Background: an optimization exercise with open tools, aiming at small area and a short achievable clock period. Do not read the settings as production practice. The RTL was checked by simulation tests, not by an equivalence proof against the original design.

==> inputs of nickel <==
## conv1d
module conv1d (
    input clk,
    input rst_n,
    input w_valid,
    input [47:0] w_in,
    input [15:0] x,
    input [15:0] b,
    output [31:0] y
);
Settings: LEC_CHECK=0, CAP_MARGIN=20, CORE_MARGIN=2, CORE_UTILIZATION=40, SLEW_MARGIN=20, SYNTH_HIERARCHICAL=1, SYNTH_MINIMUM_KEEP_SIZE=0; clock period 10.0 ns.
run.sh (not shown) runs the stock make flow with config.mk's settings and CLKGATE_MAP_FILE= SYNTH_SCRIPT=/design/flow/synth_recipe.tcl, a recipe that flattens the netlist after the stock synthesis.
==> xenon (differences from nickel) <==
Settings changed: SETUP_SLACK_MARGIN set to 5.
==> fjord (differences from nickel) <==
--- a/flow/design.v
+++ b/flow/design.v
@@ -16,10 +16,17 @@
     output sum
 );
   assign sum = a ^ b;
   assign cout = a & b;
 endmodule
+module CPA_32 (
+    input [31:0] a,
+    input [31:0] b,
+    output [31:0] s
+);
+  assign s = a + b;
+endmodule
 `timescale 1ns/1ps
 module conv1d (
     input clk,
     input rst_n,
     input w_valid,
@@ -1241,13 +1248,14 @@
   CSA_3_2 u_m2_398 (.a(b2[29]), .b(m2_134), .cin(m2_339), .cout(m2_399), .sum(m2_398));
   wire m2_400, m2_401;
   HA_2_2 u_m2_400 (.a(b2[30]), .b(m2_135), .cout(m2_401), .sum(m2_400));
   wire [31:0] m2_402 = {b2[31], m2_400, m2_398, m2_396, m2_394, m2_391, m2_390, m2_388, m2_385, m2_383, m2_381, m2_379, m2_377, m2_375, m2_373, m2_371, m2_369, m2_367, m2_365, m2_363, m2_361, m2_359, m2_357, m2_355, m2_353, m2_351, m2_349, m2_347, m2_345, m2_343, m2_341, m2_340};
   wire [31:0] m2_403 = {m2_401, m2_399, m2_397, m2_395, m2_393, m2_392, m2_389, m2_387, m2_386, m2_384, m2_382, m2_380, m2_378, m2_376, m2_374, m2_372, m2_370, m2_368, m2_366, m2_364, m2_362, m2_360, m2_358, m2_356, m2_354, m2_352, m2_350, m2_348, m2_346, m2_344, m2_342, m2_0};
-  wire [31:0] s0 = m0_376 + m0_377;
-  wire [31:0] s1 = m1_402 + m1_403;
-  wire [31:0] s2 = m2_402 + m2_403;
+  wire [31:0] s0, s1, s2;
+  CPA_32 u_cpa0 (.a(m0_376), .b(m0_377), .s(s0));
+  CPA_32 u_cpa1 (.a(m1_402), .b(m1_403), .s(s1));
+  CPA_32 u_cpa2 (.a(m2_402), .b(m2_403), .s(s2));
   wire [17:0] a2n = a[31:14] + {17'd0, x[15]};
   wire [17:0] b2n = bs[31:14] + {17'd0, x[15]};
   always @(posedge clk or negedge rst_n) begin
     if (!rst_n) begin
       a <= 32'h55560000; a2 <= 32'h55560000;
Settings changed: SETUP_SLACK_MARGIN set to 5.
==> qor summary <==
item                                                                    nickel                  xenon                     fjord
Result of the run                                               finished clean         finished clean            finished clean
Pre-antenna DRT Iters                                                        6                      6                         8
Filler cell count in the final layout                                     6224                   5984                      5990
Final nets                                                                3077                   3221                      3113
Number of buffers and inverters on the critical path                         1                      0                         0
Min cycle time layout                                                  5.90 ns                4.97 ns                   4.93 ns
Met1 Wirelength                                                       31900 um               36000 um                  34700 um
Final worst path period share                                            59.0%                  49.7%                     49.3%
Crit-path slowest cell                                sky130_fd_sc_hd__dfxtp_1  sky130_fd_sc_hd__fa_1  sky130_fd_sc_hd__dfrtp_2
Fraction of layout cells with a size suffix above 1                      7.86%                  21.0%                     16.3%
Setup slack of the worst register-to-register path                     4.10 ns                5.03 ns                   5.07 ns
Area growth from synthesis to final layout                               9.49%                  21.2%                     16.5%
Worst EP required                                                     10.44 ns               10.51 ns                  10.50 ns
Number of non-clock inverters in the layout                                 25                     25                        26
Origin of the worst min-delay path                                        a[1]                  bs[1]                    bs[12]
Post CTS Setup Buffer Count                                                  0                     40                         6
Area share of and/or/nand/nor cells after synthesis                      5.56%                  5.56%                     4.80%

========
==> v33 <==
Another version of the RTL of conv1d (not shown whole).
==> flow/config.mk <==
export PLATFORM = sky130hd
export DESIGN_NAME = conv1d
export DESIGN_NICKNAME = conv1d
export VERILOG_FILES = /design/flow/design.v
export SDC_FILE = /design/flow/constraint.sdc
export NUM_CORES = 4
export LEC_CHECK = 0
export CAP_MARGIN = 80
export CORE_MARGIN = 2
export CORE_UTILIZATION = 60
export PLACE_DENSITY = 0.7
export SETUP_SLACK_MARGIN = 5
export SLEW_MARGIN = 80
export SYNTH_HIERARCHICAL = 1
export SYNTH_MINIMUM_KEEP_SIZE = 0
==> flow/constraint.sdc <==
create_clock -name core_clock -period 10.0 [get_ports {clk}]
set_input_delay 2.0000 -clock core_clock [delete_from_list [all_inputs] [get_ports {clk}]]
set_output_delay 2.0000 -clock core_clock [all_outputs]
set_load 0.01 [all_outputs]
standard.sh (not shown) runs the stock make flow with config.mk's settings and CLKGATE_MAP_FILE= SYNTH_SCRIPT=/design/flow/synth_recipe.tcl, a recipe that flattens the netlist after the stock synthesis.
==> flow/flow/run.sh <==
#!/bin/bash
# The standard layout (the standard.sh, unchanged), with plain buf_1
# cells as the port buffers instead of the delay buffers that ORFS's
# buffer_ports picks by default.  standard.sh's full output goes to
# standard.log; ORFS writes each step's log under orfs/logs/.
export BUFFER_PORTS_ARGS="-buffer_cell sky130_fd_sc_hd__buf_1"
bash standard.sh > standard.log 2>&1
==> v2: changes against v33 <==
CAP_MARGIN = 75   (was 80)
CORE_UTILIZATION = 65   (was 60)
PLACE_DENSITY = 0.75   (was 0.7)
SLEW_MARGIN = 75   (was 80)
==> v9: changes against v33 <==
CAP_MARGIN = 70   (was 80)
CORE_UTILIZATION = 65   (was 60)
PLACE_DENSITY = 0.75   (was 0.7)
SLEW_MARGIN = 70   (was 80)
==> v1: changes against v33 <==
--- a/flow/design.v
+++ b/flow/design.v
@@ -1777,13 +1777,13 @@
   wire m2_131 = ((w2n[12] & none[7]) | (w2n[11] & ntwo[7])) ^ nneg[7];
   wire m2_132 = ((w2n[13] & none[7]) | (w2n[12] & ntwo[7])) ^ nneg[7];
   wire m2_133 = ((w2n[14] & none[7]) | (w2n[13] & ntwo[7])) ^ nneg[7];
   wire m2_134 = ((w2n[15] & none[7]) | (w2n[14] & ntwo[7])) ^ nneg[7];
   wire m2_135 = ~(((w2n[15] & none[7]) | (w2n[15] & ntwo[7])) ^ nneg[7]);
   wire m2_136, m2_137;
-  HA_2_2 u_m2_136 (.a(bc0_12), .b(bc1_12), .cout(m2_137), .sum(m2_136));
+  HA_2_2 u_m2_136 (.a(nneg[6]), .b(bc0_12), .cout(m2_137), .sum(m2_136));
   wire m2_138, m2_139;
   HA_2_2 u_m2_138 (.a(bc0_13), .b(bc1_13), .cout(m2_139), .sum(m2_138));
   wire m2_140, m2_141;
   CSA_3_2 u_m2_140 (.a(bc0_14), .b(bc1_14), .cin(nneg[7]), .cout(m2_141), .sum(m2_140));
   wire m2_142, m2_143;
   HA_2_2 u_m2_142 (.a(m2_104), .b(m2_119), .cout(m2_143), .sum(m2_142));
@@ -1797,37 +1797,37 @@
   HA_2_2 u_m2_150 (.a(m2_121), .b(m2_16), .cout(m2_151), .sum(m2_150));
   wire m2_152, m2_153;
   CSA_3_2 u_m2_152 (.a(bc0_17), .b(bc1_17), .cin(m2_107), .cout(m2_153), .sum(m2_152));
   wire m2_154, m2_155;
   HA_2_2 u_m2_154 (.a(bc0_18), .b(bc1_18), .cout(m2_155), .sum(m2_154));
   wire m2_156, m2_157;
-  HA_2_2 u_m2_156 (.a(bc0_6), .b(bc1_6), .cout(m2_157), .sum(m2_156));
+  HA_2_2 u_m2_156 (.a(nneg[3]), .b(bc0_6), .cout(m2_157), .sum(m2_156));
   wire m2_158, m2_159;
   HA_2_2 u_m2_158 (.a(bc0_7), .b(bc1_7), .cout(m2_159), .sum(m2_158));
   wire m2_160, m2_161;
-  CSA_3_2 u_m2_160 (.a(bc0_8), .b(bc1_8), .cin(nneg[4]), .cout(m2_161), .sum(m2_160));
+  CSA_3_2 u_m2_160 (.a(nneg[4]), .b(bc0_8), .cin(bc1_8), .cout(m2_161), .sum(m2_160));
   wire m2_162, m2_163;
   HA_2_2 u_m2_162 (.a(m2_23), .b(m2_38), .cout(m2_163), .sum(m2_162));
   wire m2_164, m2_165;
   CSA_3_2 u_m2_164 (.a(bc0_9), .b(bc1_9), .cin(m2_24), .cout(m2_165), .sum(m2_164));
   wire m2_166, m2_167;
   HA_2_2 u_m2_166 (.a(m2_39), .b(m2_54), .cout(m2_167), .sum(m2_166));
   wire m2_168, m2_169;
-  CSA_3_2 u_m2_168 (.a(bc0_10), .b(bc1_10), .cin(nneg[5]), .cout(m2_169), .sum(m2_168));
+  CSA_3_2 u_m2_168 (.a(nneg[5]), .b(bc0_10), .cin(bc1_10), .cout(m2_169), .sum(m2_168));
   wire m2_170, m2_171;
   CSA_3_2 u_m2_170 (.a(m2_10), .b(m2_25), .cin(m2_40), .cout(m2_171), .sum(m2_170));
   wire m2_172, m2_173;
   HA_2_2 u_m2_172 (.a(m2_55), .b(m2_70), .cout(m2_173), .sum(m2_172));
   wire m2_174, m2_175;
   CSA_3_2 u_m2_174 (.a(bc0_11), .b(bc1_11), .cin(m2_11), .cout(m2_175), .sum(m2_174));
   wire m2_176, m2_177;
   CSA_3_2 u_m2_176 (.a(m2_26), .b(m2_41), .cin(m2_56), .cout(m2_177), .sum(m2_176));
   wire m2_178, m2_179;
   HA_2_2 u_m2_178 (.a(m2_71), .b(m2_86), .cout(m2_179), .sum(m2_178));
   wire m2_180, m2_181;
-  CSA_3_2 u_m2_180 (.a(m2_136), .b(nneg[6]), .cin(m2_102), .cout(m2_181), .sum(m2_180));
+  CSA_3_2 u_m2_180 (.a(bc1_12), .b(m2_136), .cin(m2_102), .cout(m2_181), .sum(m2_180));
   wire m2_182, m2_183;
   CSA_3_2 u_m2_182 (.a(m2_12), .b(m2_27), .cin(m2_42), .cout(m2_183), .sum(m2_182));
   wire m2_184, m2_185;
   CSA_3_2 u_m2_184 (.a(m2_57), .b(m2_72), .cin(m2_87), .cout(m2_185), .sum(m2_184));
   wire m2_186, m2_187;
   CSA_3_2 u_m2_186 (.a(m2_137), .b(m2_138), .cin(m2_103), .cout(m2_187), .sum(m2_186));
@@ -2595,41 +2595,41 @@
       bc1_28 <= m1_462;
       bc0_29 <= m1_464;
       bc1_29 <= m1_463;
       bc0_30 <= m1_466;
       bc1_30 <= m1_465;
       bc0_31 <= m1_467;
-      sc0_0 <= bc0_0;
-      sc1_0 <= bc1_0;
-      sc2_0 <= nneg[0];
+      sc0_0 <= nneg[0];
+      sc1_0 <= bc0_0;
+      sc2_0 <= bc1_0;
       sc3_0 <= m2_0;
       sc0_1 <= bc0_1;
       sc1_1 <= bc1_1;
       sc2_1 <= m2_1;
-      sc0_2 <= bc0_2;
-      sc1_2 <= bc1_2;
-      sc2_2 <= nneg[1];
+      sc0_2 <= nneg[1];
+      sc1_2 <= bc0_2;
+      sc2_2 <= bc1_2;
       sc3_2 <= m2_17;
       sc4_2 <= m2_2;
       sc0_3 <= bc0_3;
       sc1_3 <= bc1_3;
       sc2_3 <= m2_18;
       sc3_3 <= m2_3;
-      sc0_4 <= bc0_4;
-      sc1_4 <= bc1_4;
-      sc2_4 <= nneg[2];
+      sc0_4 <= nneg[2];
+      sc1_4 <= bc0_4;
+      sc2_4 <= bc1_4;
       sc3_4 <= m2_19;
       sc4_4 <= m2_34;
       sc5_4 <= m2_4;
       sc0_5 <= bc0_5;
       sc1_5 <= bc1_5;
       sc2_5 <= m2_20;
       sc3_5 <= m2_35;
       sc4_5 <= m2_5;
-      sc0_6 <= m2_156;
-      sc1_6 <= nneg[3];
+      sc0_6 <= bc1_6;
+      sc1_6 <= m2_156;
       sc2_6 <= m2_21;
       sc3_6 <= m2_36;
       sc4_6 <= m2_51;
       sc5_6 <= m2_6;
       sc0_7 <= m2_157;
       sc1_7 <= m2_158;
CAP_MARGIN = 70   (was 80)
CORE_UTILIZATION = 65   (was 60)
PLACE_DENSITY = 0.75   (was 0.7)
SLEW_MARGIN = 70   (was 80)
==> parameters.txt <==
Parameter                              Value

Setup path
  RR Endpoint    yr[29]$_DFF_PN0_
  Maximum fanout along the worst path    14
  Worst setup path startpoint    dneg[2]$_DFF_PN0_

Global route
  Met2 global-route usage    0.487
  Global-route wire length before repair    around 120000 microns

Yosys
  Main area contributors after synthesis    dfrtp_1, fa_1, xnor2_1

Worst hold path
  Hold Startpoint    ac1_20$_DFF_PN0_

Run status
  Outcome  timing/DRC/antenna clean

Finish
  Post-layout instance area    approximately 35000 sq um

Die
  Core Box Area    51200 sq um
  Die area    53500 sq um

Routing
  Post-detailed-route via-to-cell ratio    a little over 6

Placed design
  Total instance count after detailed placement    between 3000 and 4000

STA
  Final worst hold slack    about 340 ps
-- figures above: v33

==> parameters.txt <==
Parameter                              Value

Setup path
  RR Endpoint    yr[25]$_DFF_PN0_
  Maximum fanout along the worst path    16
  Worst setup path startpoint    dneg[3]$_DFF_PN0_

STA
  Final worst hold slack    about 320 ps

Placed design
  Total instance count after detailed placement    just under 3000

Die
  Die area    between 40000 and 50000 sq um

Routing
  Post-detailed-route via-to-cell ratio    approximately 6.4

Run status
  Outcome  timing/DRC/antenna clean
-- figures above: v9

==> parameters.txt <==
Parameter                              Value

Run status
  Outcome  timing/DRC/antenna clean

Placed design
  Total instance count after detailed placement    about 3000

STA
  Final worst hold slack    about 330 ps

Finish
  Post-layout instance area    34100 sq um

Yosys
  Main area contributors after synthesis    dfrtp_1, fa_1, xnor2_1

Worst hold path
  Hold Startpoint    bc1_25$_DFF_PN0_

Die
  Die area    a little under 50000 sq um

Setup path
  RR Endpoint    yr[29]$_DFF_PN0_
-- figures above: v1

==> parameters.txt <==
Parameter                              Value

Run status
  Outcome  timing/DRC/antenna clean

Placed design
  Total instance count after detailed placement    approximately 3000

Routing
  Post-detailed-route via-to-cell ratio    between 6 and 7

Die
  Core Box Area    47400 sq um
  Die area    between 40000 and 50000 sq um

STA
  Final worst hold slack    ~340 ps

Setup path
  Worst setup path startpoint    dneg[3]$_DFF_PN0_

Worst hold path
  Hold Startpoint    ac1_13$_DFF_PN0_

Yosys
  Main area contributors after synthesis    dfrtp_1, fa_1, xnor2_1
-- figures above: v2

static timing again, ports no longer ideal:
Ports are ideal in the flow. The routed layouts listed here were re-timed in OpenROAD.
Step 1, drivers: a clkbuf_16 drives clk and a buf_2 each remaining input, both assumed.
Step 2 moves the port delays by t, midway between the first and last clock arrival at a register: inputs arrive t later, outputs are due t later. That takes back most of the time a late clock gives input paths.
Three values: ideal ports, drivers, drivers and shift; two values: the first two.
run | shift t [ns] | setup WS [ns] | hold WS [ns] | slew at the worst register clock pin (ns) | worst slew at a driven data input, ns
nickel | 0.631 | 4.099 / 4.099 / 4.099 | 0.343 / 0.343 / 0.343 | 0.06 / 0.06 | 0.07
xenon | 0.647 | 5.032 / 5.032 / 5.032 | 0.341 / 0.341 / 0.341 | 0.07 / 0.07 | 0.05
fjord | 0.639 | 5.069 / 5.069 / 5.069 | 0.341 / 0.341 / 0.341 | 0.07 / 0.07 | 0.05
v33 | 0.644 | 5.748 / 5.748 / 5.554 | 0.342 / 0.342 / 0.342 | 0.07 / 0.07 | 0.07
v2 | 0.651 | 5.951 / 5.951 / 5.422 | 0.338 / 0.338 / 0.338 | 0.07 / 0.07 | 0.07
v9 | 0.655 | 5.942 / 5.942 / 5.485 | 0.321 / 0.321 / 0.321 | 0.07 / 0.07 | 0.07
v1 | 0.657 | 5.871 / 5.871 / 5.484 | 0.330 / 0.330 / 0.330 | 0.07 / 0.07 | 0.07
After both steps setup and hold are still met in every run listed. For v2, which loses most, drivers alone change the setup slack by 0.000 ns; drivers and shift together by -0.529 ns.
